From an optimization exercise on the open Yosys and OpenROAD flow, aimed at small area, a short achievable clock period and few clock cycles; shortcuts taken in it are not production practice.
Function was checked by simulation only, so behaviour that the tests miss may differ from the original.
No activity file was given, so power comes from the tool's default toggle rates.

`design/flow/design.v`:
```
module ALU(a, b, c, sub, sel_add, sel_slt, sel_xor, sel_or, sel_and, sel_sh, sel_c,
           uns, sh_right, sh_arith, sum, eq, lt, result);
input [31:0] a, b, c;
input sub, sel_add, sel_slt, sel_xor, sel_or, sel_and, sel_sh, sel_c;
input uns, sh_right, sh_arith;
output [31:0] sum;
output eq, lt;
output [31:0] result;
wire cout;
Adder32 add(.a(a), .b(b ^ {32{sub}}), .cin(sub), .sum(sum), .cout(cout));
Compare32 cmp(.a(a), .b(b), .uns(uns), .lt(lt), .eq(eq));
genvar i;
wire [31:0] ar;
generate for (i = 0; i < 32; i = i + 1) begin : rev
	assign ar[i] = a[31 - i];
end endgenerate
wire [31:0] sin = sh_right ? a : ar;
wire [32:0] sx = {sh_arith & a[31], sin};
wire [32:0] sr = $signed(sx) >>> b[4:0];
wire [31:0] srr;
generate for (i = 0; i < 32; i = i + 1) begin : rev2
	assign srr[i] = sr[31 - i];
end endgenerate
wire [31:0] shres = sh_right ? sr[31:0] : srr;
assign result = ({32{sel_add}} & sum)
              | {31'b0, sel_slt & lt}
              | ({32{sel_xor}} & (a ^ b))
              | ({32{sel_or}}  & (a | b))
              | ({32{sel_and}} & (a & b))
              | ({32{sel_sh}}  & shres)
              | ({32{sel_c}}   & c);
endmodule
module Compare32(a, b, uns, lt, eq);
input [31:0] a, b;
input uns;
output lt, eq;
wire [31:0] x = {a[31] ^ ~uns, a[30:0]};
wire [31:0] y = {b[31] ^ ~uns, b[30:0]};
wire [31:0] l [0:5];
wire [31:0] e [0:5];
assign l[0] = ~x & y;
assign e[0] = ~(x ^ y);
genvar i, k;
generate for (k = 0; k < 5; k = k + 1) begin : lv
	for (i = 0; i < (32 >> (k + 1)); i = i + 1) begin : nd
		assign l[k+1][i] = l[k][2*i+1] | (e[k][2*i+1] & l[k][2*i]);
		assign e[k+1][i] = e[k][2*i+1] & e[k][2*i];
	end
	for (i = (32 >> (k + 1)); i < 32; i = i + 1) begin : unused
		assign l[k+1][i] = 1'b0;
		assign e[k+1][i] = 1'b0;
	end
end endgenerate
assign lt = l[5][0];
assign eq = e[5][0];
endmodule
module Adder32(a, b, cin, sum, cout);
input [31:0] a, b;
input cin;
output [31:0] sum;
output cout;
wire [32:0] g [0:6];
wire [32:0] p [0:6];
assign g[0] = {a & b, cin};
assign p[0] = {a ^ b, 1'b0};
genvar l, i;
generate for (l = 0; l < 6; l = l + 1) begin : lvl
	for (i = 0; i < 33; i = i + 1) begin : pos
		if ((i >> l) & 1) begin : op
			assign g[l+1][i] = g[l][i] | (p[l][i] & g[l][((i >> l) << l) - 1]);
			assign p[l+1][i] = p[l][i] & p[l][((i >> l) << l) - 1];
		end else begin : pass
			assign g[l+1][i] = g[l][i];
			assign p[l+1][i] = p[l][i];
		end
	end
end endgenerate
assign sum = p[0][32:1] ^ g[6][31:0];
assign cout = g[6][32];
endmodule
module RegisterFile(clk, A1, A2, A3, WD3, WE3, RD1, RD2);
input clk, WE3;
input [4:0] A1, A2, A3;
input [31:0] WD3;
output reg [31:0] RD1, RD2;
reg [31:0] Registers[31:1];
integer k;
always @ (*)
begin
	RD1 = 32'h0;
	RD2 = 32'h0;
	for (k = 1; k < 32; k = k + 1) begin
		RD1 = RD1 | ({32{A1 == k}} & Registers[k]);
		RD2 = RD2 | ({32{A2 == k}} & Registers[k]);
	end
end
always @ (posedge clk)
begin
	if (WE3 && A3 != 5'd0)
		Registers[A3] <= WD3;
end
endmodule
module core(
  input clk,
  input resetn,
  output [31:0] address,
  output [31:0] data_out,
  input [31:0] data_in,
  output we
);
reg [31:0] addr_q;    
reg [31:0] fpc_q;     
reg        st_q;      
reg        ld_q;      
reg [4:0]  mrd_q;     
reg [31:0] dout_q;    
wire mem = st_q | ld_q;
assign address  = addr_q;
assign data_out = dout_q;
assign we       = st_q;
reg        dv_q;
reg        fr_q;      
reg        fx_q;      
reg [31:0] ir_q;
reg [31:0] pcd_q;
reg        ev_q;
reg [31:0] a_q, b_q, c_q;
reg [4:0]  rd_q;      
reg        e_ld, e_st, e_br, e_jalr, e_pred;
reg [2:0]  e_f3;
reg        e_sub, e_add, e_slt, e_xor, e_or, e_and, e_sh, e_c;
reg        e_uns, e_shr, e_sha;
reg        m1_q, m2_q, mc_q;  
wire [6:0] op  = ir_q[6:0];
wire [2:0] f3  = ir_q[14:12];
wire [4:0] rs1 = ir_q[19:15];
wire [4:0] rs2 = ir_q[24:20];
wire [4:0] rd  = ir_q[11:7];
wire d_load  = (op[6:4] == 3'b000);
wire d_store = (op[6:4] == 3'b010);
wire d_opimm = (op[6:4] == 3'b001) & ~op[2];
wire d_op    = (op[6:4] == 3'b011) & ~op[2];
wire d_lui   = (op[6:4] == 3'b011) &  op[2];
wire d_auipc = (op[6:4] == 3'b001) &  op[2];
wire d_br    = op[6] & ~op[2];
wire d_jalr  = op[6] & op[2] & ~op[3];
wire d_jal   = op[6] & op[3];
wire [31:0] imm_i = {{20{ir_q[31]}}, ir_q[31:20]};
wire [31:0] imm_s = {{20{ir_q[31]}}, ir_q[31:25], ir_q[11:7]};
wire [31:0] imm_b = {{20{ir_q[31]}}, ir_q[7], ir_q[30:25], ir_q[11:8], 1'b0};
wire [31:0] imm_u = {ir_q[31:12], 12'b0};
wire [31:0] imm_j = {{12{ir_q[31]}}, ir_q[19:12], ir_q[20], ir_q[30:21], 1'b0};
wire [31:0] dimm = d_jal ? imm_j : d_br ? imm_b : imm_u;
wire [31:0] dsum;
wire dsum_co;
Adder32 dadd(.a(pcd_q), .b(dimm), .cin(1'b0), .sum(dsum), .cout(dsum_co));
wire [31:0] pc4  = pcd_q + 32'd4;
wire d_wr   = d_load | d_opimm | d_op | d_lui | d_auipc | d_jal | d_jalr;
wire [31:0] r1, r2;
wire        rf_we;
wire [4:0]  rf_wa;
wire [31:0] rf_wd;
RegisterFile Reg_file(
	.clk(clk), .A1(rs1), .A2(rs2), .A3(rf_wa), .WD3(rf_wd), .WE3(rf_we),
	.RD1(r1), .RD2(r2)
);
wire [31:0] sum, res;
wire eq, lt;
ALU Alu(
	.a(a_q), .b(b_q), .c(c_q), .sub(e_sub),
	.sel_add(e_add), .sel_slt(e_slt), .sel_xor(e_xor), .sel_or(e_or), .sel_and(e_and),
	.sel_sh(e_sh), .sel_c(e_c), .uns(e_uns), .sh_right(e_shr), .sh_arith(e_sha),
	.sum(sum), .eq(eq), .lt(lt), .result(res)
);
wire taken   = (e_f3[2] ? lt : eq) ^ e_f3[0];
wire ex_go   = ev_q & ~mem;
wire ex_redir = ex_go & ((e_br & (taken ^ e_pred)) | e_jalr);
wire [31:0] ex_target = e_jalr ? {sum[31:1], 1'b0} : c_q;
wire ex_mem  = ex_go & (e_ld | e_st);
wire ex_wr   = ex_go & ~e_ld & (rd_q != 5'd0);
wire d_pred = ir_q[31];
wire d_redir = dv_q & ~mem & ~ex_redir & (fr_q ? fx_q : (d_jal | (d_br & d_pred)));
wire [31:0] f_ib = {{20{data_in[31]}}, data_in[7], data_in[30:25], data_in[11:8], 1'b0};
wire [31:0] f_ij = {{12{data_in[31]}}, data_in[19:12], data_in[20], data_in[30:21], 1'b0};
wire [10:0] f_off = data_in[3] ? f_ij[10:0] : f_ib[10:0];
wire f_small = data_in[3] ? (f_ij[31:11] == {21{data_in[31]}}) : (data_in[7] == data_in[31]);
wire f_jump = data_in[6] & data_in[5] & ~data_in[4] & (data_in[3] | (~data_in[2] & data_in[31]));
wire [11:0] f_low = {1'b0, addr_q[10:0]} + {1'b0, f_off};
wire f_cross = (f_low[11] ^ data_in[31]) | ~f_small;
wire [31:0] f_tgt = {addr_q[31:11], f_low[10:0]};
wire f_redir = ~mem & ~ex_redir & ~d_redir & f_jump;
assign rf_we = mem ? (ld_q & (mrd_q != 5'd0)) : ex_wr;
assign rf_wa = mem ? mrd_q : rd_q;
assign rf_wd = mem ? data_in : res;
wire fw1 = ex_wr & (rd_q == rs1);
wire fw2 = ex_wr & (rd_q == rs2);
wire [31:0] rs1v = fw1 ? res : r1;
wire [31:0] rs2v = fw2 ? res : r2;
wire lu1 = ex_mem & e_ld & (rd_q != 5'd0) & (rd_q == rs1);
wire lu2 = ex_mem & e_ld & (rd_q != 5'd0) & (rd_q == rs2);
wire d_redir0 = dv_q & (fr_q ? fx_q : (d_jal | (d_br & d_pred)));
wire [31:0] nf = ex_redir ? ex_target : mem ? fpc_q : d_redir0 ? dsum : f_jump ? f_tgt : addr_q + 32'd4;
always @ (posedge clk)
begin
	if (~resetn) begin
		addr_q <= 32'h0;
		st_q <= 1'b0;
		ld_q <= 1'b0;
		dv_q <= 1'b0;
		ev_q <= 1'b0;
	end else begin
		addr_q <= ex_mem ? sum : nf;
		st_q <= ex_mem & e_st;
		ld_q <= ex_mem & e_ld;
		if (~mem)
			dv_q <= ~(ex_redir | d_redir);
		if (~mem)
			fr_q <= f_redir;
		if (~mem)
			fx_q <= f_cross;
		if (~mem)
			ev_q <= dv_q & ~ex_redir;
	end
end
always @ (posedge clk)
begin
	if (~mem) begin
		ir_q <= data_in;
		pcd_q <= addr_q;
	end
	fpc_q <= nf;
	mrd_q <= rd_q;
	dout_q <= c_q;
end
always @ (posedge clk)
begin
	if (~mem) begin
		a_q <= rs1v;
		b_q <= (d_op | d_br) ? rs2v : (d_store ? imm_s : imm_i);
		c_q <= d_store ? rs2v : d_lui ? imm_u : (d_auipc | (d_br & ~d_pred)) ? dsum : pc4;
		m1_q <= lu1;
		m2_q <= lu2 & (d_op | d_br);
		mc_q <= lu2 & d_store;
		rd_q <= d_wr ? rd : 5'd0;
		e_ld <= d_load;
		e_st <= d_store;
		e_br <= d_br;
		e_jalr <= d_jalr;
		e_pred <= d_pred;
		e_f3 <= f3;
		e_sub <= d_op & f3 == 3'b000 & ir_q[30];
		e_add <= ((d_op | d_opimm) & f3 == 3'b000);
		e_slt <= (d_op | d_opimm) & (f3 == 3'b010 || f3 == 3'b011);
		e_xor <= (d_op | d_opimm) & f3 == 3'b100;
		e_or  <= (d_op | d_opimm) & f3 == 3'b110;
		e_and <= (d_op | d_opimm) & f3 == 3'b111;
		e_sh  <= (d_op | d_opimm) & f3[1:0] == 2'b01;
		e_c   <= d_lui | d_auipc | d_jal | d_jalr;
		e_uns <= d_br ? f3[1] : f3[0];
		e_shr <= f3[2];
		e_sha <= ir_q[30] & f3[2];
	end else begin
		if (m1_q) a_q <= data_in;
		if (m2_q) b_q <= data_in;
		if (mc_q) c_q <= data_in;
	end
end
endmodule
```
`design/flow/flow/run.sh`:
```
#!/bin/bash
set -o pipefail
bash standard.sh SETUP_SLACK_MARGIN=7 "BUFFER_PORTS_ARGS=-buffer_cell sky130_fd_sc_hd__buf_4" finish > standard.log 2>&1
```
`design/flow/standard.sh`:
```
#!/bin/bash
# synth_recipe.tcl (not shown) runs the flow's synth.tcl, then flattens the netlist and writes it again
# the make line also repeats each setting of config.mk as NAME=value (left out here)
make -C /OpenROAD-flow-scripts/flow DESIGN_CONFIG=/design/flow/config.mk WORK_HOME=/design/flow/orfs CLKGATE_MAP_FILE= SYNTH_SCRIPT=/design/flow/synth_recipe.tcl "${@:-finish}"
```
`design/flow/config.mk`:
```
export PLATFORM = sky130hd
export DESIGN_NAME = core
export DESIGN_NICKNAME = core
export VERILOG_FILES = /design/flow/design.v
export SDC_FILE = /design/flow/constraint.sdc
export NUM_CORES = 4
export LEC_CHECK = 0
export CAP_MARGIN = 20
export CORE_MARGIN = 2
export CORE_UTILIZATION = 45
export CTS_BUF_LIST = sky130_fd_sc_hd__clkbuf_16
export CTS_CLUSTER_DIAMETER = 150
export CTS_CLUSTER_SIZE = 20
export PLACE_DENSITY = 0.6
export SLEW_MARGIN = 20
export TNS_END_PERCENT = 0
```
`design/flow/constraint.sdc`:
```
create_clock -name core_clock -period 10.0 [get_ports {clk}]
set_input_delay 2.0000 -clock core_clock [delete_from_list [all_inputs] [get_ports {clk}]]
set_output_delay 2.0000 -clock core_clock [all_outputs]
set_load 0.01 [all_outputs]
```
==> impl_metrics.tcl, run 1 <==
set metrics [dict create \
    cp_cell_sequence "buf_4 -> or3b_2 -> nor2_4 -> buf_4 -> a22oi_1 -> nand4_1 -> nor3_1 -> and3_1 -> a21oi_1 -> a221oi_1 -> nor2_1" \
    start_kind "register" \
    tightestPinTransition_ps 1320 \
    reg2reg_slack_ps 5670 \
    fin_crit_ps 4330 \
    fmax_mhz 231 \
    dp_hpwl_um 199000 \
    io_buffers 98 \
    viasPerCell 7.85 \
    r2r-start "ir_q[22]" \
    max-cap-violations 0 \
    synthCells 5262 \
    leakage_nw 25.1 \
    hold_depth 2 \
    worst_ep_arrival_time_ps 4920 \
    cts.sinks 1282 \
    r2r-end "c_q[10]" \
    async_flop_share 0 \
    skew_ps 62.1 \
    overflow 0 \
    grt_max_degree 79 \
    grt_pass1_wl_um 446000 \
    core_area_um2 142000 \
    final.period_utilization 0.433 \
    die-area_um2 146000 \
    hold_start "fpc_q[11]" \
    drt-pass1-iter-count 10 \
    drc 0 \
    slew_headroom 0.120 \
    busiest_layer "met2" \
    nNetsFinal 5588 \
    path_max_fanout 21 \
    crit_required_ps 10590 \
    die_w_um 382 \
    reg2regPathDepth 11 \
    worstSetupPathType "reg2reg" \
    ys_warn_count 4 \
    cts_hold_buffers 0 \
    insertion_delay_ps 770 \
    use_met3 0.185 \
    place_congestion 1.06 \
    irDropWorstVdd_uv 144 \
    ys_types 92 \
    clockBufferDepth 3 \
    cp_common_cell "buf_4" \
    start_util 0.453 \
    syn_area_per_cell_um2 12.2 \
    synth-edff-count 1177 \
    synth_area_um2 64200 \
    antenna_found_initial 20 \
    die-height_um 382 \
    io_pins 99 \
    grtUsageMet2 0.633 \
    drtAntennaViolNets 0 \
    end_kind "register" \
    wl_um 335000 \
    wl_per_cell_um 45.8 \
    clk_pin_slew_ps 100 \
    syn_nets 5471 \
    drive_above_1_share 0.161 \
    power_density_nw_per_um2 199 \
    cpPeakStageDelay_ps 700 \
    num_rows 138 \
    use_met1 0.544 \
    whs_ps 503 \
    grt_pass1_vias 52600 \
    h-tree-depth 3 \
    min_path_type "reg2reg" \
    hold_viol 0 \
    setup_viol_count_final 0 \
    clock-root-buffer "clkbuf_16" \
    ys_seq_area_frac 0.584 \
    globalRouteTotalUtil 0.446 \
    fillers 12300 \
    ys_ff_latch 1282 \
    syn_to_final_growth_pct 12.8 \
    first_iter_violations 12500 \
    rsz0062_at_grt "yes" \
    status "complete, no violations" \
    drv_slew 0 \
    power_mw 14.4 \
    synth_ff_type "edfxtp_1" \
    cts_tree "built" \
    slowest_stage "buf_4" \
    fin_setup_tns_ps 0 \
    cts_inserted_buffers 74 \
    num_vias 57400 \
    min_to "fpc_q[11]" \
]
[logic make-up after synthesis]
logic type | count (synthesis) | share of synthesized area
xor gates and xnor gates | 147 | 0.0201
AOI/OAI and AO/OA | 1725 | 0.201
muxes | 153 | 0.0363
buffers and inverters | 482 | 0.0295
DFF | 1282 | 0.584
and+or+nand+nor | 1298 | 0.0949
adders and majority gates | 175 | 0.0352
[metal layers]
layer,up-vias,wire length [um],share of wire
met4,12,33200,0.099
met1,27700,109000,0.33
met2,6367,136000,0.41
met5,-,68,0.00020
li1,21300,-,-
met3,1905,57000,0.17
[layout make-up]
cell class	count	area [um2]	share of cell area
sequential	1282	37400	0.517
clock inverter	20	260	0.00359
antenna	18	45.0	0.000622
clock buffer	74	1850	0.0256
inverter	128	499	0.00690
timing repair buffer	392	3180	0.0440
multi-input combinational	3501	26700	0.369
tap	1890	2360	0.0327
[cell usage after synthesis, types with 34 or more instances]
cell type / instances / area, um2
a221oi_1: 185 / 1620
nor3_1: 112 / 561
buf_1: 48 / 180
nor2_1: 314 / 1180
xnor2_1: 66 / 578
a21o_1: 50 / 375
ha_1: 166 / 2080
o211ai_1: 50 / 375
a222oi_1: 65 / 651
nand4_1: 120 / 751
a21oi_1: 182 / 911
mux4_2: 43 / 968
a211oi_1: 34 / 255
nand3_1: 130 / 651
dfxtp_1: 105 / 2100
inv_1: 121 / 454
o21ai_0: 142 / 711
a22oi_1: 608 / 4560
clkbuf_1: 288 / 1080
xor2_1: 81 / 709
and3_1: 51 / 319
mux2i_1: 62 / 621
nand2_1: 411 / 1540
edfxtp_1: 1177 / 35300
a22o_1: 168 / 1470
[cell usage in the layout (no fill, tap or decap), types with 119 or more instances in the layout]
| cell type | instances |
|---|---|
| a221oi_1 | 178 |
| edfxtp_1 | 1177 |
| nand4_1 | 120 |
| buf_4 | 362 |
| a21oi_1 | 143 |
| inv_1 | 129 |
| nand3_1 | 128 |
| o21ai_0 | 119 |
| ha_1 | 158 |
| a22oi_1 | 608 |
| nor2_1 | 199 |
| a22o_1 | 168 |
| nand2_1 | 404 |
[worst max-delay path: cells and delay by family, from the launching register on]
kind,cells,cell delay [ps]
AOI/OAI and AO/OA,3,860
buffers and inverters,2,950
DFF,1,380
and+or+nand+nor,6,1940
[per-stage QoR]
stage | utilization | cells | worst slack, ps | instance area, um2
floorplan | - | 5262 | 5690 | 64200
global placement | 0.481 | 7085 | 4490 | 68200
detailed placement | 0.482 | 7086 | 4460 | 68200
CTS | 0.508 | 7265 | 5940 | 71900
global route | 0.511 | 7287 | 5770 | 72300
finish | 0.511 | 7305 | 5670 | 72400
[registers in the layout (all words and copies together) (netlist names), 2 cells and up]
signal              count
a_q                    32
c_q                    32
fpc_q                  32
ir_q                   30
b_q                    32
rd_q                    5
e_f3                    2
Reg_file.Registers    992
pcd_q                  32
dout_q                 32
mrd_q                   5
addr_q                 32
[what timing repair did]
item | 4_1_cts | 5_1_grt
resized for setup | 189 | 44
pin swaps | 61 | 32
setup endpoints to repair | 2215 | 2222
setup buffers | 79 | 22
gates cloned | 6 | 0
[where the power goes]
group / internal, mW / switching [mW] / leakage [nW]
Clock: 1.37 / 1.90 / 1.06
Sequential: 6.49 / 0.461 / 12.0
Combinational: 1.40 / 2.82 / 12.1
[how the worst max path moves through the flow]
stage | from | slack, ps | end | depth (start not counted)
floorplan | data_in[3] | 5690 | addr_q[10] | 14
global placement | ir_q[2] | 4490 | c_q[22] | 14
detailed placement | ir_q[6] | 4460 | c_q[22] | 14
CTS | ir_q[8] | 5940 | c_q[24] | 16
global route | st_q | 5770 | a_q[7] | 7
finish | ir_q[22] | 5670 | c_q[10] | 11
Testbench counts, summed over its fixed seeds: cycles 91,144.
==> inputs of run 2 (changes only) <==
--- a/design/flow/design.v
+++ b/design/flow/design.v
@@ -150,10 +150,11 @@
 wire [31:0] imm_b = {{20{ir_q[31]}}, ir_q[7], ir_q[30:25], ir_q[11:8], 1'b0};
 wire [31:0] imm_u = {ir_q[31:12], 12'b0};
 wire [31:0] imm_j = {{12{ir_q[31]}}, ir_q[19:12], ir_q[20], ir_q[30:21], 1'b0};
-wire [31:0] dimm = d_jal ? imm_j : d_br ? imm_b : imm_u;
+wire d_jalr_fast = d_jalr & ev_q & e_c & (rd_q != 5'd0) & (rd_q == rs1);
+wire [31:0] dimm = d_jalr ? imm_i : d_jal ? imm_j : d_br ? imm_b : imm_u;
 wire [31:0] dsum;
 wire dsum_co;
-Adder32 dadd(.a(pcd_q), .b(dimm), .cin(1'b0), .sum(dsum), .cout(dsum_co));
+Adder32 dadd(.a(d_jalr_fast ? c_q : pcd_q), .b(dimm), .cin(1'b0), .sum(dsum), .cout(dsum_co));
 wire [31:0] pc4  = pcd_q + 32'd4;
 wire d_wr   = d_load | d_opimm | d_op | d_lui | d_auipc | d_jal | d_jalr;
 wire [31:0] r1, r2;
@@ -179,7 +180,7 @@
 wire ex_mem  = ex_go & (e_ld | e_st);
 wire ex_wr   = ex_go & ~e_ld & (rd_q != 5'd0);
 wire d_pred = ir_q[31];
-wire d_redir = dv_q & ~mem & ~ex_redir & (fr_q ? fx_q : (d_jal | (d_br & d_pred)));
+wire d_redir = dv_q & ~mem & ~ex_redir & (fr_q ? fx_q : (d_jal | (d_br & d_pred) | d_jalr_fast));
 wire [31:0] f_ib = {{20{data_in[31]}}, data_in[7], data_in[30:25], data_in[11:8], 1'b0};
 wire [31:0] f_ij = {{12{data_in[31]}}, data_in[19:12], data_in[20], data_in[30:21], 1'b0};
 wire [10:0] f_off = data_in[3] ? f_ij[10:0] : f_ib[10:0];
@@ -198,8 +199,8 @@
 wire [31:0] rs2v = fw2 ? res : r2;
 wire lu1 = ex_mem & e_ld & (rd_q != 5'd0) & (rd_q == rs1);
 wire lu2 = ex_mem & e_ld & (rd_q != 5'd0) & (rd_q == rs2);
-wire d_redir0 = dv_q & (fr_q ? fx_q : (d_jal | (d_br & d_pred)));
-wire [31:0] nf = ex_redir ? ex_target : mem ? fpc_q : d_redir0 ? dsum : f_jump ? f_tgt : addr_q + 32'd4;
+wire d_redir0 = dv_q & (fr_q ? fx_q : (d_jal | (d_br & d_pred) | d_jalr_fast));
+wire [31:0] nf = ex_redir ? ex_target : mem ? fpc_q : d_redir0 ? {dsum[31:1], 1'b0} : f_jump ? f_tgt : addr_q + 32'd4;
 always @ (posedge clk)
 begin
 	if (~resetn) begin
@@ -245,7 +246,7 @@
 		e_ld <= d_load;
 		e_st <= d_store;
 		e_br <= d_br;
-		e_jalr <= d_jalr;
+		e_jalr <= d_jalr & ~d_jalr_fast;
 		e_pred <= d_pred;
 		e_f3 <= f3;
 		e_sub <= d_op & f3 == 3'b000 & ir_q[30];
==> run 2 against run 1 <==
  * Synthesized cell count up 1.3%
  * Global-route usage rose by 0.31 points
  * Maximum frequency decreased by 8.2%
  * Worst hold slack worse by 32 ps
  * Utilization decreased by 0.30 points
  * Cell count increased by 1.1%
  * Sequential power hardly changed
  * Count of clock-buffer cells in the layout rose by 1
  * Combinational power shrank 2%
  * Largest cell class unchanged
==> impl_metrics.tcl, run 2 <==
set metrics [dict create \
    worst_ep_arrival_time_ps 5280 \
    cp_cell_sequence "nand3b_1 -> nor2_4 -> buf_4 -> a22oi_1 -> nand3_1 -> nor3_1 -> nand3_1 -> o21ai_1 -> o21a_1 -> nor2_1" \
    synthDominantCellAreaShare 0.544 \
    synth_common_cells "edfxtp_1, a22oi_1, nand2_1" \
    syn_nets 5543 \
    rsz0062_at_grt "yes" \
    power_density_nw_per_um2 197 \
    drive_above_1_share 0.159 \
    synth_area_um2 65000 \
    overflow 0 \
    synth_ff_type "edfxtp_1" \
    design_area_um2 72900 \
    status "complete, no violations" \
    die-height_um 384 \
    start_util 0.453 \
    core_area_um2 143000 \
    dpl.cell_count 7179 \
    slowest_stage "edfxtp_1" \
    reg2regPathDepth 10 \
    final.period_utilization 0.472 \
    min_path_type "reg2reg" \
    dp_hpwl_um 208000 \
    crit_required_ps 10560 \
    cts_tree "built" \
    wl_um 342000 \
    viasPerCell 7.91 \
    synthCells 5332 \
    hold_start "fpc_q[0]" \
    synth_top_cell_by_area "edfxtp_1" \
    worstSetupPathType "reg2reg" \
    die-area_um2 147000 \
    r2r-start "ir_q[24]" \
    cts_inserted_buffers 74 \
    num_rows 139 \
    drt-pass1-iter-count 10 \
    fin_crit_ps 4720 \
    end_kind "register" \
    reg2reg_slack_ps 5280 \
    fin_ws_ps 5280 \
    final_cell_mix "edfxtp_1, a22oi_1, buf_4, nand2_1, nor2_1" \
    r2r-end "b_q[18]" \
    globalRouteTotalUtil 0.449 \
    path_max_fanout 20 \
    final_common_cell "edfxtp_1" \
    slew_headroom 0.125 \
    grt_max_degree 56 \
    irDropWorstVdd_uv 202 \
    fillers 12400 \
    fmax_mhz 212 \
    io_pins 99 \
    leakage_nw 25.2 \
    insertion_delay_ps 760 \
    synth_area_leaders "edfxtp_1, a22oi_1, dfxtp_1, ha_1, a221oi_1" \
    tightestPinTransition_ps 1300 \
    drv_slew 0 \
    hold_depth 2 \
    skew_ps 35.6 \
    drtAntennaViolNets 0 \
    synth-edff-count 1177 \
    setup_viol_count_final 0 \
    async_flop_share 0 \
    final_cells 7383 \
    yosysMostFrequentCell "edfxtp_1" \
    die_w_um 384 \
    antenna_found_initial 28 \
    hold_viol 0 \
    syn_to_final_growth_pct 12.2 \
    grt_pass1_vias 53000 \
    ys_warn_count 4 \
    cpPeakStageDelay_ps 950 \
    ys_ff_latch 1282 \
    largest_reg_flops 992 \
    pre_cts_slack_ps 4120 \
    top_register "Reg_file.Registers" \
    fin_setup_tns_ps 0 \
    place_congestion 1.02 \
    ys_seq_area_frac 0.576 \
    grt_pass1_wl_um 452000 \
    placed_cell_area_um2 69300 \
    io_buffers 98 \
    start_kind "register" \
    max-cap-violations 0 \
    drc 0 \
    h-tree-depth 3 \
    first_iter_violations 12500 \
    wl_per_cell_um 46.3 \
    cts.sinks 1282 \
    whs_ps 471 \
    num_vias 58400 \
    clk_pin_slew_ps 110 \
    min_to "fpc_q[0]" \
    cp_common_cell "nand3_1" \
    nNetsFinal 5646 \
    clockBufferDepth 3 \
    syn_area_per_cell_um2 12.2 \
    ys_types 97 \
    clock-root-buffer "clkbuf_16" \
]
[run 2: changes by cell type in the layout (fill, tap and decap cells not counted), sizes merged, moves of 13 or more]
cell    change
a211o      +13
a211oi     +22
a21o       -20
a22o       +19
a22oi      -52
and2       +22
and3       -31
mux2       +30
nand2      -55
nand4      +16
nor2       +23
[run 2: power breakdown]
group	switching (mW)	total (mW)	internal, mW
registers	0.485	6.97	6.48
logic	2.82	4.14	1.33
clock network	1.88	3.25	1.37
total	5.18	14.4	9.18
[run 2: logic make-up (layout without fill, tap and decap cells)]
kind of cell,Yosys count,in the layout,share of synthesized area
AO/OA/AOI/OAI,1756,1759,0.203
AND/OR/NAND/NOR,1299,1300,0.0956
flip-flops,1282,1282,0.576
buffers and inverters,491,610,0.0297
multiplexers,178,178,0.0398
adder cells (fa/ha/maj),177,177,0.0351
XOR/XNOR,149,149,0.0201
other,0,25,0
[run 2: metal layers]
layer | vias up | share of wire | GRT usage
li1 | 21700 | - | -
met1 | 28200 | 0.33 | 0.543
met2 | 6498 | 0.40 | 0.623
met3 | 2017 | 0.17 | 0.195
met4 | 33 | 0.11 | 0.352
met5 | - | 0.0017 | 0.0143
[run 2: worst max-delay path by stage]
| stage | start | cells after the start | to |
|---|---|---|---|
| finish | ir_q[24] | 10 | b_q[18] |
| global route | ir_q[3] | 16 | c_q[11] |
| CTS | rd_q[1] | 17 | c_q[31] |
| detailed placement | ir_q[6] | 15 | c_q[24] |
| global placement | ir_q[6] | 15 | c_q[24] |
| floorplan | data_in[3] | 14 | addr_q[9] |
[run 2: cell type report]
| type | count | area (um2) | share of cell area |
|---|---|---|---|
| timing repair buffer | 383 | 3030 | 0.0415 |
| inverter | 130 | 502 | 0.00688 |
| clock inverter | 21 | 193 | 0.00264 |
| clock buffer | 75 | 1880 | 0.0257 |
| antenna | 25 | 62.6 | 0.000858 |
| tap | 1903 | 2380 | 0.0326 |
| timing repair inverter | 1 | 5.00 | 0.0000686 |
| multi-input combinational | 3563 | 27400 | 0.376 |
| sequential | 1282 | 37400 | 0.513 |
[run 2: through the flow]
stage          total power, mW   util
2_1_floorplan             8.85      -
3_3_place_gp              10.7  0.483
3_5_place_dp              10.7  0.483
4_1_cts                   14.0  0.504
5_1_grt                   14.6  0.508
6_report                  14.4  0.508
[run 2: critical path, delay by kind of cell (launching register included)]
family                 cells  cell delay [ps]
AOI/OAI and AO/OA          3              800
buffers and inverters      1              650
DFF                        1              950
and+or+nand+nor            6             2060
[run 2: what timing repair did]
item                                    4_1_cts  5_1_grt
gates resized for setup                      97       45
setup buffers                                49       24
endpoints found under the setup margin     2213     2225
pin swaps                                    29       32
gates cloned                                  6        1
endpoints found under the hold margin         0        0
hold buffers                                  0        0
Testbench counts of run 2, summed over its fixed seeds: cycles 89,602.
==> inputs of run 3 (changes only) <==
--- a/design/flow/design.v
+++ b/design/flow/design.v
@@ -78,9 +78,11 @@
 assign sum = p[0][32:1] ^ g[6][31:0];
 assign cout = g[6][32];
 endmodule
-module RegisterFile(clk, A1, A2, A3, WD3, WE3, RD1, RD2);
+module RegisterFile(clk, S1H, S1L, S2H, S2L, A3, WD3, WE3, RD1, RD2);
 input clk, WE3;
-input [4:0] A1, A2, A3;
+input [3:0] S1H, S2H;
+input [7:0] S1L, S2L;
+input [4:0] A3;
 input [31:0] WD3;
 output reg [31:0] RD1, RD2;
 reg [31:0] Registers[31:1];
@@ -90,8 +92,8 @@
 	RD1 = 32'h0;
 	RD2 = 32'h0;
 	for (k = 1; k < 32; k = k + 1) begin
-		RD1 = RD1 | ({32{A1 == k}} & Registers[k]);
-		RD2 = RD2 | ({32{A2 == k}} & Registers[k]);
+		RD1 = RD1 | ({32{S1H[k >> 3] & S1L[k & 7]}} & Registers[k]);
+		RD2 = RD2 | ({32{S2H[k >> 3] & S2L[k & 7]}} & Registers[k]);
 	end
 end
 always @ (posedge clk)
@@ -119,6 +121,8 @@
 assign data_out = dout_q;
 assign we       = st_q;
 reg        dv_q;
+reg [3:0]  s1h_q, s2h_q;  
+reg [7:0]  s1l_q, s2l_q;  
 reg        fr_q;      
 reg        fx_q;      
 reg [31:0] ir_q;
@@ -150,11 +154,10 @@
 wire [31:0] imm_b = {{20{ir_q[31]}}, ir_q[7], ir_q[30:25], ir_q[11:8], 1'b0};
 wire [31:0] imm_u = {ir_q[31:12], 12'b0};
 wire [31:0] imm_j = {{12{ir_q[31]}}, ir_q[19:12], ir_q[20], ir_q[30:21], 1'b0};
-wire d_jalr_fast = d_jalr & ev_q & e_c & (rd_q != 5'd0) & (rd_q == rs1);
-wire [31:0] dimm = d_jalr ? imm_i : d_jal ? imm_j : d_br ? imm_b : imm_u;
+wire [31:0] dimm = d_jal ? imm_j : d_br ? imm_b : imm_u;
 wire [31:0] dsum;
 wire dsum_co;
-Adder32 dadd(.a(d_jalr_fast ? c_q : pcd_q), .b(dimm), .cin(1'b0), .sum(dsum), .cout(dsum_co));
+Adder32 dadd(.a(pcd_q), .b(dimm), .cin(1'b0), .sum(dsum), .cout(dsum_co));
 wire [31:0] pc4  = pcd_q + 32'd4;
 wire d_wr   = d_load | d_opimm | d_op | d_lui | d_auipc | d_jal | d_jalr;
 wire [31:0] r1, r2;
@@ -162,8 +165,8 @@
 wire [4:0]  rf_wa;
 wire [31:0] rf_wd;
 RegisterFile Reg_file(
-	.clk(clk), .A1(rs1), .A2(rs2), .A3(rf_wa), .WD3(rf_wd), .WE3(rf_we),
-	.RD1(r1), .RD2(r2)
+	.clk(clk), .S1H(s1h_q), .S1L(s1l_q), .S2H(s2h_q), .S2L(s2l_q),
+	.A3(rf_wa), .WD3(rf_wd), .WE3(rf_we), .RD1(r1), .RD2(r2)
 );
 wire [31:0] sum, res;
 wire eq, lt;
@@ -180,7 +183,7 @@
 wire ex_mem  = ex_go & (e_ld | e_st);
 wire ex_wr   = ex_go & ~e_ld & (rd_q != 5'd0);
 wire d_pred = ir_q[31];
-wire d_redir = dv_q & ~mem & ~ex_redir & (fr_q ? fx_q : (d_jal | (d_br & d_pred) | d_jalr_fast));
+wire d_redir = dv_q & ~mem & ~ex_redir & (fr_q ? fx_q : (d_jal | (d_br & d_pred)));
 wire [31:0] f_ib = {{20{data_in[31]}}, data_in[7], data_in[30:25], data_in[11:8], 1'b0};
 wire [31:0] f_ij = {{12{data_in[31]}}, data_in[19:12], data_in[20], data_in[30:21], 1'b0};
 wire [10:0] f_off = data_in[3] ? f_ij[10:0] : f_ib[10:0];
@@ -199,8 +202,8 @@
 wire [31:0] rs2v = fw2 ? res : r2;
 wire lu1 = ex_mem & e_ld & (rd_q != 5'd0) & (rd_q == rs1);
 wire lu2 = ex_mem & e_ld & (rd_q != 5'd0) & (rd_q == rs2);
-wire d_redir0 = dv_q & (fr_q ? fx_q : (d_jal | (d_br & d_pred) | d_jalr_fast));
-wire [31:0] nf = ex_redir ? ex_target : mem ? fpc_q : d_redir0 ? {dsum[31:1], 1'b0} : f_jump ? f_tgt : addr_q + 32'd4;
+wire d_redir0 = dv_q & (fr_q ? fx_q : (d_jal | (d_br & d_pred)));
+wire [31:0] nf = ex_redir ? ex_target : mem ? fpc_q : d_redir0 ? dsum : f_jump ? f_tgt : addr_q + 32'd4;
 always @ (posedge clk)
 begin
 	if (~resetn) begin
@@ -228,6 +231,10 @@
 	if (~mem) begin
 		ir_q <= data_in;
 		pcd_q <= addr_q;
+		s1h_q <= 4'b1 << data_in[19:18];
+		s1l_q <= 8'b1 << data_in[17:15];
+		s2h_q <= 4'b1 << data_in[24:23];
+		s2l_q <= 8'b1 << data_in[22:20];
 	end
 	fpc_q <= nf;
 	mrd_q <= rd_q;
@@ -246,7 +253,7 @@
 		e_ld <= d_load;
 		e_st <= d_store;
 		e_br <= d_br;
-		e_jalr <= d_jalr & ~d_jalr_fast;
+		e_jalr <= d_jalr;
 		e_pred <= d_pred;
 		e_f3 <= f3;
 		e_sub <= d_op & f3 == 3'b000 & ir_q[30];
==> run 3 against run 2 <==
  * Maximum frequency up 12%
  * Clock power rose by 3%
  * Combinational power grew 6.0%
  * Die area fell by 0.45%
  * Utilization is 0.39 points lower
  * Cell count decreased by 4.0%
  * Worst hold slack improved by 39 ps
  * Largest power group unchanged
==> impl_metrics.tcl, run 3 <==
set metrics [dict create \
    synth_area_leaders "edfxtp_1, a221oi_1, a22o_1, dfxtp_1, ha_1" \
    cts.sinks 1306 \
    synth-edff-count 1201 \
    final_cells 7090 \
    pre_cts_slack_ps 4750 \
    grt_max_degree 137 \
    final_cell_mix "edfxtp_1, a221oi_1, a22o_1, buf_4, nand2_1" \
    ys_seq_area_frac 0.590 \
    die_w_um 383 \
    antenna_found_initial 21 \
    insertion_delay_ps 800 \
    crit_required_ps 10500 \
    setup_viol_count_final 0 \
    tightestPinTransition_ps 1360 \
    synth_common_cells "edfxtp_1, a221oi_1, a22o_1" \
    clock-root-buffer "clkbuf_16" \
    clockBufferDepth 3 \
    status "complete, no violations" \
    worstSetupPathType "reg2reg" \
    ys_types 93 \
    rsz0062_at_grt "yes" \
    syn_to_final_growth_pct 11.6 \
    overflow 0 \
    end_kind "register" \
    grt_pass1_vias 51900 \
    clk_pin_slew_ps 110 \
    skew_ps 81.6 \
    leakage_nw 24.9 \
    num_rows 139 \
    drv_slew 0 \
    irDropWorstVdd_uv 164 \
    fin_crit_ps 4220 \
    dpl.cell_count 6906 \
    viasPerCell 7.97 \
    fin_setup_tns_ps 0 \
    dp_hpwl_um 194000 \
    synth_ff_type "edfxtp_1" \
    cts_inserted_buffers 76 \
    min_path_type "reg2reg" \
    cts_tree "built" \
    first_iter_violations 12600 \
    yosysMostFrequentCell "edfxtp_1" \
    multi_input_area_um2 26000 \
    grt_pass1_wl_um 436000 \
    ys_warn_count 4 \
    path_max_fanout 14 \
    die-area_um2 147000 \
    nNetsFinal 5367 \
    drive_above_1_share 0.158 \
    synthCells 5121 \
    drtAntennaViolNets 0 \
    globalRouteTotalUtil 0.432 \
    h-tree-depth 3 \
    final.period_utilization 0.422 \
    core_area_um2 143000 \
    syn_nets 5330 \
    place_congestion 1.06 \
    synth_area_um2 64700 \
    synth_top_cell_by_area "edfxtp_1" \
    max-cap-violations 0 \
    power_density_nw_per_um2 206 \
    fin_ws_ps 5780 \
    drt-pass1-iter-count 13 \
    wl_um 328000 \
    io_pins 99 \
    top_register "Reg_file.Registers" \
    syn_area_per_cell_um2 12.6 \
    async_flop_share 0 \
    wl_per_cell_um 46.2 \
    start_kind "register" \
    ys_ff_latch 1306 \
    num_vias 56500 \
    start_util 0.452 \
    worst_ep_arrival_time_ps 4720 \
    io_buffers 98 \
    largest_reg_flops 992 \
    fmax_mhz 237 \
    fillers 12300 \
    register_area_um2 38200 \
    hold_viol 0 \
    synthDominantCellAreaShare 0.557 \
    die-height_um 383 \
    slew_headroom 0.0873 \
    drc 0 \
    final_common_cell "edfxtp_1" \
]
[run 3: path summary, 6_finish.rpt]
kind	startpoint	end	slack, ps	depth (start not counted)
min	fpc_q[27]	fpc_q[27]	510	2
max reg2reg	s2h_q[1]	c_q[15]	5780	9
min reg2reg	fpc_q[27]	fpc_q[27]	510	2
max	s2h_q[1]	c_q[15]	5780	9
[run 3: logic make-up (layout without fill, tap and decap cells)]
logic type	Yosys count	in the layout	synth area share
compound gates	1712	1717	0.207
buf+inv	529	575	0.0312
fa+ha+maj	175	175	0.0349
other cells	0	12	0
simple gates	1119	1122	0.0860
mux	131	131	0.0310
xor+xnor	149	149	0.0202
flops	1306	1306	0.590
[run 3: timing repair]
action	CTS	global route
setup buffers	38	28
resized for setup	140	93
setup endpoints to repair	2213	2229
pin swaps	31	43
gates cloned	5	5
hold buffers	0	0
[run 3: metal layers]
layer  GRT usage  vias up  routed length (um)
li1            -    20900                   -
met1       0.517    27300              106000
met2       0.606     6328              130000
met3       0.194     1984               56500
met4       0.327       23               35100
met5     0.00992        -                 295
[run 3: final cells by class]
type / count / area share
Timing Repair Buffer: 352 / 0.0408
Clock inverter: 18 / 0.00295
Antenna cell: 12 / 0.000416
Sequential cell: 1306 / 0.529
Clock buffer: 77 / 0.0267
Tap cell: 1903 / 0.0330
Multi-Input combinational cell: 3294 / 0.361
Inverter: 128 / 0.00695
[run 3: worst max-delay path, stage by stage, from the launching register on]
cell	delay, ps
edfxtp_1	500
and2_2	410
buf_4	320
buf_4	320
a222oi_1	380
nand3_1	140
nor4_1	960
nand2_1	380
a21oi_4	390
nor3_2	80
[run 3: metrics by stage]
stage          power (mW)  utilization  instance area [um2]  hold WS, ps
6_report             14.8        0.504                72200          510
5_1_grt              15.1        0.504                72200          513
4_1_cts              14.3        0.499                71400          505
3_5_place_dp         10.9        0.476                68200          482
3_3_place_gp         10.9        0.476                68200          449
2_1_floorplan        9.08            -                64800          346
[run 3: report_power, final]
group	switching (mW)	total, mW	internal, mW
logic	2.95	4.39	1.44
registers	0.467	7.09	6.62
clock network	1.95	3.36	1.41
Testbench counts of run 3, summed over its fixed seeds: cycles 91,144.
==> inputs of run 4 (changes only) <==
--- a/design/flow/design.v
+++ b/design/flow/design.v
@@ -7,7 +7,7 @@
 output eq, lt;
 output [31:0] result;
 wire cout;
-Adder32 add(.a(a), .b(b ^ {32{sub}}), .cin(sub), .sum(sum), .cout(cout));
+Adder32 add(.a(a), .b(b), .cin(sub), .sum(sum), .cout(cout));
 Compare32 cmp(.a(a), .b(b), .uns(uns), .lt(lt), .eq(eq));
 genvar i;
 wire [31:0] ar;
@@ -159,6 +159,7 @@
 wire dsum_co;
 Adder32 dadd(.a(pcd_q), .b(dimm), .cin(1'b0), .sum(dsum), .cout(dsum_co));
 wire [31:0] pc4  = pcd_q + 32'd4;
+wire d_sub  = d_op & (f3 == 3'b000) & ir_q[30];
 wire d_wr   = d_load | d_opimm | d_op | d_lui | d_auipc | d_jal | d_jalr;
 wire [31:0] r1, r2;
 wire        rf_we;
@@ -244,7 +245,7 @@
 begin
 	if (~mem) begin
 		a_q <= rs1v;
-		b_q <= (d_op | d_br) ? rs2v : (d_store ? imm_s : imm_i);
+		b_q <= d_sub ? ~rs2v : (d_op | d_br) ? rs2v : (d_store ? imm_s : imm_i);
 		c_q <= d_store ? rs2v : d_lui ? imm_u : (d_auipc | (d_br & ~d_pred)) ? dsum : pc4;
 		m1_q <= lu1;
 		m2_q <= lu2 & (d_op | d_br);
@@ -256,7 +257,7 @@
 		e_jalr <= d_jalr;
 		e_pred <= d_pred;
 		e_f3 <= f3;
-		e_sub <= d_op & f3 == 3'b000 & ir_q[30];
+		e_sub <= d_sub;
 		e_add <= ((d_op | d_opimm) & f3 == 3'b000);
 		e_slt <= (d_op | d_opimm) & (f3 == 3'b010 || f3 == 3'b011);
 		e_xor <= (d_op | d_opimm) & f3 == 3'b100;
@@ -269,7 +270,7 @@
 		e_sha <= ir_q[30] & f3[2];
 	end else begin
 		if (m1_q) a_q <= data_in;
-		if (m2_q) b_q <= data_in;
+		if (m2_q) b_q <= e_sub ? ~data_in : data_in;
 		if (mc_q) c_q <= data_in;
 	end
 end
==> run 4 against run 3 <==
  * Total power grew 3.0%
  * Maximum frequency decreased by 0.16%
  * Worst setup slack worse by 6.8 ps
  * Global-route usage rose by 0.57 points
  * Largest power group unchanged
  * Critical path depth increased by 1
  * Routed wire length is 2.2% higher
  * Clock skew is 18 ps lower
  * Utilization grew 0.22 points
  * First-iteration DRC count decreased by 0.31%
  * Critical path type unchanged
  * Via count grew 1.5%
==> impl_metrics.tcl, run 4 <==
set metrics [dict create \
    path_max_fanout 19 \
    min_path_type "reg2reg" \
    yosysMostFrequentCell "edfxtp_1" \
    drt-pass1-iter-count 9 \
    grt_pass1_vias 52900 \
    slew_headroom 0.151 \
    die_w_um 386 \
    num_rows 140 \
    globalRouteTotalUtil 0.438 \
    synth_top_cell_by_area "edfxtp_1" \
    rsz0062_at_grt "yes" \
    skew_ps 64.0 \
    r2r-start "s2h_q[3]" \
    worst_ep_arrival_time_ps 4710 \
    die-height_um 386 \
    fillers 12500 \
    wl_per_cell_um 46.2 \
    dp_hpwl_um 199000 \
    drv_slew 0 \
    max-cap-violations 0 \
    synth-edff-count 1201 \
    fin_crit_ps 4220 \
    start_kind "register" \
    leakage_nw 25.2 \
    ys_warn_count 4 \
    fmax_mhz 237 \
    hold_start "fpc_q[6]" \
    clk_pin_slew_ps 100 \
    r2r-end "c_q[14]" \
    antenna_found_initial 23 \
    irDropWorstVdd_uv 158 \
    insertion_delay_ps 750 \
    io_buffers 98 \
    power_density_nw_per_um2 208 \
    viasPerCell 7.90 \
    start_util 0.452 \
    crit_start "s2h_q[3]" \
    clockBufferDepth 3 \
    tightestPinTransition_ps 1260 \
    crit_required_ps 10490 \
    grt_pass1_wl_um 446000 \
    fin_setup_tns_ps 0 \
    drc 0 \
    synth_ff_type "edfxtp_1" \
    reg2reg_slack_ps 5780 \
    num_vias 57400 \
    io_pins 99 \
    cts_hold_buffers 0 \
    largest_reg_flops 992 \
    pre_cts_slack_ps 4280 \
    die-area_um2 149000 \
    synthCells 5267 \
    ys_types 93 \
    worstSetupPathType "reg2reg" \
    syn_area_per_cell_um2 12.5 \
    fin_ws_ps 5780 \
    async_flop_share 0 \
    grt_max_degree 73 \
    overflow 0 \
    hold_depth 2 \
    place_congestion 1.07 \
    ys_seq_area_frac 0.581 \
    min_to "fpc_q[6]" \
    drive_above_1_share 0.170 \
    synthDominantCellAreaShare 0.549 \
    final_cell_mix "edfxtp_1, a221oi_1, a22o_1, buf_4, nand2_1" \
    cts_inserted_buffers 76 \
    cts_tree "built" \
    synth_common_cells "edfxtp_1, a221oi_1, clkbuf_1" \
    syn_to_final_growth_pct 12.0 \
    clock-root-buffer "clkbuf_16" \
    final_common_cell "edfxtp_1" \
    h-tree-depth 3 \
    nNetsFinal 5482 \
    reg2regPathDepth 10 \
    hold_viol 0 \
    final.period_utilization 0.422 \
    syn_nets 5447 \
    cts.sinks 1306 \
    drtAntennaViolNets 0 \
    wl_um 335000 \
    ys_ff_latch 1306 \
    synth_area_leaders "edfxtp_1, a221oi_1, a22o_1, dfxtp_1, ha_1" \
    synth_area_um2 65700 \
    core_area_um2 145000 \
    status "complete, no violations" \
    first_iter_violations 12600 \
    setup_viol_count_final 0 \
    end_kind "register" \
    top_register "Reg_file.Registers" \
]
## run 4: how the worst max path moves through the flow
stage | to | slack, ps
3_5_place_dp | Reg_file.Registers[8][30] | 4280
3_3_place_gp | Reg_file.Registers[30][30] | 4380
5_1_grt | c_q[15] | 5780
2_1_floorplan | addr_q[7] | 5660
4_1_cts | a_q[15] | 6090
6_report | c_q[14] | 5780
## run 4: area by class of cell
type	instances	area [um2]	area share
clock inverter	25	249	0.00338
tap	1917	2400	0.0326
antenna	15	37.5	0.000510
clock buffer	77	1930	0.0262
sequential	1306	38200	0.519
multi-input combinational	3416	27000	0.366
timing repair buffer	381	3340	0.0454
inverter	121	490	0.00667
## run 4: layer usage
layer	track usage	vias up	wire, um
li1	-	21400	-
met1	0.540	27800	111000
met2	0.621	6294	134000
met3	0.182	1898	56600
met4	0.302	26	33300
met5	0.00357	-	439
## run 4: metrics by stage
stage                     area, um2  hold WS [ps]  utilization  total power [mW]  instances
final                         73600           512        0.507              15.3       7258
after detailed placement      68900           494        0.475              11.3       7028
after floorplan               65700           346            -              9.37       5267
after CTS                     73400           507        0.506              15.0       7241
after global routing          73500           516        0.506              15.5       7244
after global placement        68900           477        0.474              11.3       7027
## run 4: timing repair
| item | in CTS | in global routing |
|---|---|---|
| resized for setup | 257 | 20 |
| buffers inserted | 95 | 1 |
| gates cloned | 16 | 1 |
| setup endpoints to repair | 2221 | 2245 |
| pin swaps | 63 | 7 |
## run 4: kinds of logic after synthesis
kind of cell    after synthesis  synth area share
compound gates             1773             0.209
flops                      1306             0.581
simple gates               1141            0.0850
buf+inv                     554            0.0331
mux                         195            0.0428
xor+xnor                    152            0.0203
fa+ha+maj                   146            0.0290
## run 4: power by group
| part | leakage [nW] | total (mW) | switching, mW | internal (mW) |
|---|---|---|---|---|
| combinational | 11.9 | 4.84 | 3.22 | 1.62 |
| clock | 1.11 | 3.35 | 1.93 | 1.42 |
| sequential | 12.3 | 7.10 | 0.427 | 6.67 |
## run 4: critical path: stages (launching register included)
cell      delay, ps
edfxtp_1        560
and2_2          560
buf_4           450
a22o_1          270
a221oi_1        220
nand4_1         130
nor3_1          970
nand2_1         140
o21ai_1         310
a22o_1          290
nor2_1           50
Testbench counts of run 4, summed over its fixed seeds: cycles 91,144.
==> inputs of run 5 (changes only) <==
--- a/design/flow/design.v
+++ b/design/flow/design.v
@@ -66,9 +66,9 @@
 genvar l, i;
 generate for (l = 0; l < 6; l = l + 1) begin : lvl
 	for (i = 0; i < 33; i = i + 1) begin : pos
-		if ((i >> l) & 1) begin : op
-			assign g[l+1][i] = g[l][i] | (p[l][i] & g[l][((i >> l) << l) - 1]);
-			assign p[l+1][i] = p[l][i] & p[l][((i >> l) << l) - 1];
+		if (i >= (1 << l)) begin : op
+			assign g[l+1][i] = g[l][i] | (p[l][i] & g[l][i - (1 << l)]);
+			assign p[l+1][i] = p[l][i] & p[l][i - (1 << l)];
 		end else begin : pass
 			assign g[l+1][i] = g[l][i];
 			assign p[l+1][i] = p[l][i];
==> run 5 against run 4 <==
  * Highest routed layer unchanged
  * Critical path type unchanged
  * Cell count grew 1.9%
  * Global-route usage grew 1.2 points
  * Worst hold slack lost 22 ps
==> impl_metrics.tcl, run 5 <==
set metrics [dict create \
    status "complete, no violations" \
    async_flop_share 0 \
    worst_ep_arrival_time_ps 4800 \
    synth_area_um2 66400 \
    dp_hpwl_um 208000 \
    cts.sinks 1306 \
    drtAntennaViolNets 0 \
    place_congestion 1.04 \
    viasPerCell 8.05 \
    worstSetupPathType "reg2reg" \
    final_cell_mix "edfxtp_1, a221oi_1, a22o_1, buf_4, nand2_1" \
    grt_pass1_wl_um 467000 \
    start_util 0.452 \
    fin_setup_tns_ps 0 \
    top_register "Reg_file.Registers" \
    path_max_fanout 24 \
    globalRouteTotalUtil 0.449 \
    first_iter_violations 12600 \
    final.period_utilization 0.431 \
    min_path_type "reg2reg" \
    dpl.cell_count 7149 \
    crit_start "s2h_q[1]" \
    syn_area_per_cell_um2 12.3 \
    grt_pass1_vias 54800 \
    io_pins 99 \
    drt-pass1-iter-count 13 \
    synthCells 5392 \
    ys_warn_count 4 \
    skew_ps 47.5 \
    syn_to_final_growth_pct 12.9 \
    drive_above_1_share 0.169 \
    die-height_um 388 \
    max-cap-violations 0 \
    pre_cts_slack_ps 4290 \
    setup_viol_count_final 0 \
    synth-edff-count 1201 \
    antenna_found_initial 34 \
    ys_ff_latch 1306 \
    crit_required_ps 10490 \
    fmax_mhz 232 \
    io_buffers 98 \
    synth_ff_type "edfxtp_1" \
    wl_per_cell_um 47.3 \
    wl_um 350000 \
    syn_nets 5566 \
    r2r-end "b_q[15]" \
    nNetsFinal 5605 \
    hold_viol 0 \
    largest_reg_flops 992 \
    start_kind "register" \
    synthDominantCellAreaShare 0.543 \
    synth_top_cell_by_area "edfxtp_1" \
    power_density_nw_per_um2 212 \
    slew_headroom 0.0519 \
    num_rows 141 \
    die_w_um 388 \
    core_area_um2 147000 \
    final_cells 7399 \
    ys_types 93 \
    r2r-start "s2h_q[1]" \
    final_common_cell "edfxtp_1" \
    fin_ws_ps 5690 \
    clockBufferDepth 3 \
    insertion_delay_ps 760 \
    reg2regPathDepth 10 \
    cts_hold_buffers 0 \
    die-area_um2 151000 \
    synth_common_cells "edfxtp_1, clkbuf_1, a221oi_1" \
    num_vias 59600 \
    rsz0062_at_grt "yes" \
    cts_inserted_buffers 76 \
    reg2reg_slack_ps 5690 \
    overflow 0 \
    grt_max_degree 136 \
    end_kind "register" \
    h-tree-depth 3 \
    cts_tree "built" \
    yosysMostFrequentCell "edfxtp_1" \
    drv_slew 0 \
    fin_crit_ps 4310 \
    synth_area_leaders "edfxtp_1, a221oi_1, a22o_1, dfxtp_1, a22oi_1" \
    irDropWorstVdd_uv 198 \
    tightestPinTransition_ps 1410 \
    drc 0 \
    clk_pin_slew_ps 90 \
    clock-root-buffer "clkbuf_16" \
    leakage_nw 25.9 \
    ys_seq_area_frac 0.574 \
    cp-endpoint "b_q[15]" \
]
run 5: cell types whose count changed after synthesis, sizes merged, moves of 14 or more:
cell / change
a22oi: +38
xor2: +16
and3: +14
nor3: -17
mux2i: +28
mux2: -15
a21oi: +18
o21ai: +31
nor2: -28
inv: +14
run 5: layout make-up:
type | count | area (um2)
repair inverters | 1 | 5.00
multi-input cells | 3514 | 27900
diodes | 20 | 50.0
well taps | 1930 | 2410
repair buffers | 396 | 3770
fillers | 12700 | 72100
flip-flops and latches | 1306 | 38200
clock inverters | 19 | 234
clock buffers | 77 | 1930
inverters | 136 | 562
run 5: cells by family after synthesis:
logic type	share of synthesized area
compound gates	0.214
flops	0.574
simple gates	0.0845
buf+inv	0.0335
mux	0.0461
xor+xnor	0.0206
fa+ha+maj	0.0267
run 5: repair_timing:
action / CTS / global route
buffers inserted: 103 / 11
endpoints found under the setup margin: 2213 / 2213
gates resized for setup: 305 / 51
gates cloned: 17 / 1
pin swaps: 62 / 17
run 5: routing by layer:
layer | global-route usage | part of all wire
met2 | 0.635 | 0.40
met1 | 0.541 | 0.33
met4 | 0.326 | 0.099
met3 | 0.202 | 0.17
met5 | 0.00223 | 0.00075
run 5: where the power goes:
group | switching (mW) | leakage (nW) | total (mW) | internal [mW]
combinational | 3.65 | 12.5 | 5.44 | 1.79
clock | 1.93 | 1.08 | 3.35 | 1.41
sequential | 0.459 | 12.3 | 7.15 | 6.69
total | 6.04 | 25.9 | 15.9 | 9.90
run 5: worst min path at each step:
| stage | cells after the start | slack, ps | endpoint | startpoint |
|---|---|---|---|---|
| global placement | 0 | 460 | dout_q[18] | c_q[18] |
| finish | 0 | 490 | pcd_q[31] | addr_q[31] |
| CTS | 0 | 490 | pcd_q[31] | addr_q[31] |
| detailed placement | 0 | 480 | dout_q[18] | c_q[18] |
| global route | 0 | 500 | dout_q[18] | c_q[18] |
| floorplan | 0 | 350 | mrd_q[0] | rd_q[0] |
run 5: metrics by stage:
stage	cell area [um2]	hold WS, ps	power, mW	utilization
global route	75000	505	16.1	0.510
detailed placement	69800	477	11.7	0.474
CTS	74600	490	15.5	0.507
finish	75000	489	15.9	0.510
floorplan	66500	346	9.58	-
global placement	69700	461	11.7	0.474
run 5: critical path, stage by stage (launching register included):
cell and delay [ps]:
edfxtp_1 590, and2_2 470, buf_4 420, a22o_1 280
a221oi_1 270, nand4_1 150, nor3_1 880, nand2_1 310
o21ai_4 200, nor2_1 80, a221oi_2 370
Testbench counts of run 5, summed over its fixed seeds: cycles 91,144.

afterwards: timing with drivers on the ports:
The flow's constraints put no driver on any port. The routed layouts listed below were extracted and timed again, unchanged, in two steps.
Step 1: set_driving_cell puts a clkbuf_16 on clk and a buf_2 on each other input, an assumption about the parent block.
Step 2 also shifts input and output timing later by t, the mid clock arrival at the registers, as if the neighbouring blocks saw the same clock.
Slacks: ideal / step 1 / step 2; pairs: ideal / step 1.
run | shift t [ns] | setup slack, ns | hold WS [ns] | worst slew at a driven data input, ns
run 1 | 0.822 | 5.668 / 5.668 / 5.107 | 0.503 / 0.503 / 0.503 | 0.12
run 2 | 0.811 | 5.281 / 5.281 / 4.866 | 0.471 / 0.471 / 0.471 | 0.13
run 3 | 0.843 | 5.784 / 5.784 / 5.147 | 0.510 / 0.510 / 0.510 | 0.16
run 4 | 0.799 | 5.778 / 5.778 / 5.264 | 0.512 / 0.512 / 0.512 | 0.16
run 5 | 0.818 | 5.686 / 5.686 / 5.124 | 0.489 / 0.489 / 0.489 | 0.14
After both steps setup and hold are still met in every run listed. For run 3, which loses most, drivers alone change the setup slack by 0.000 ns; drivers and shift together by -0.637 ns.
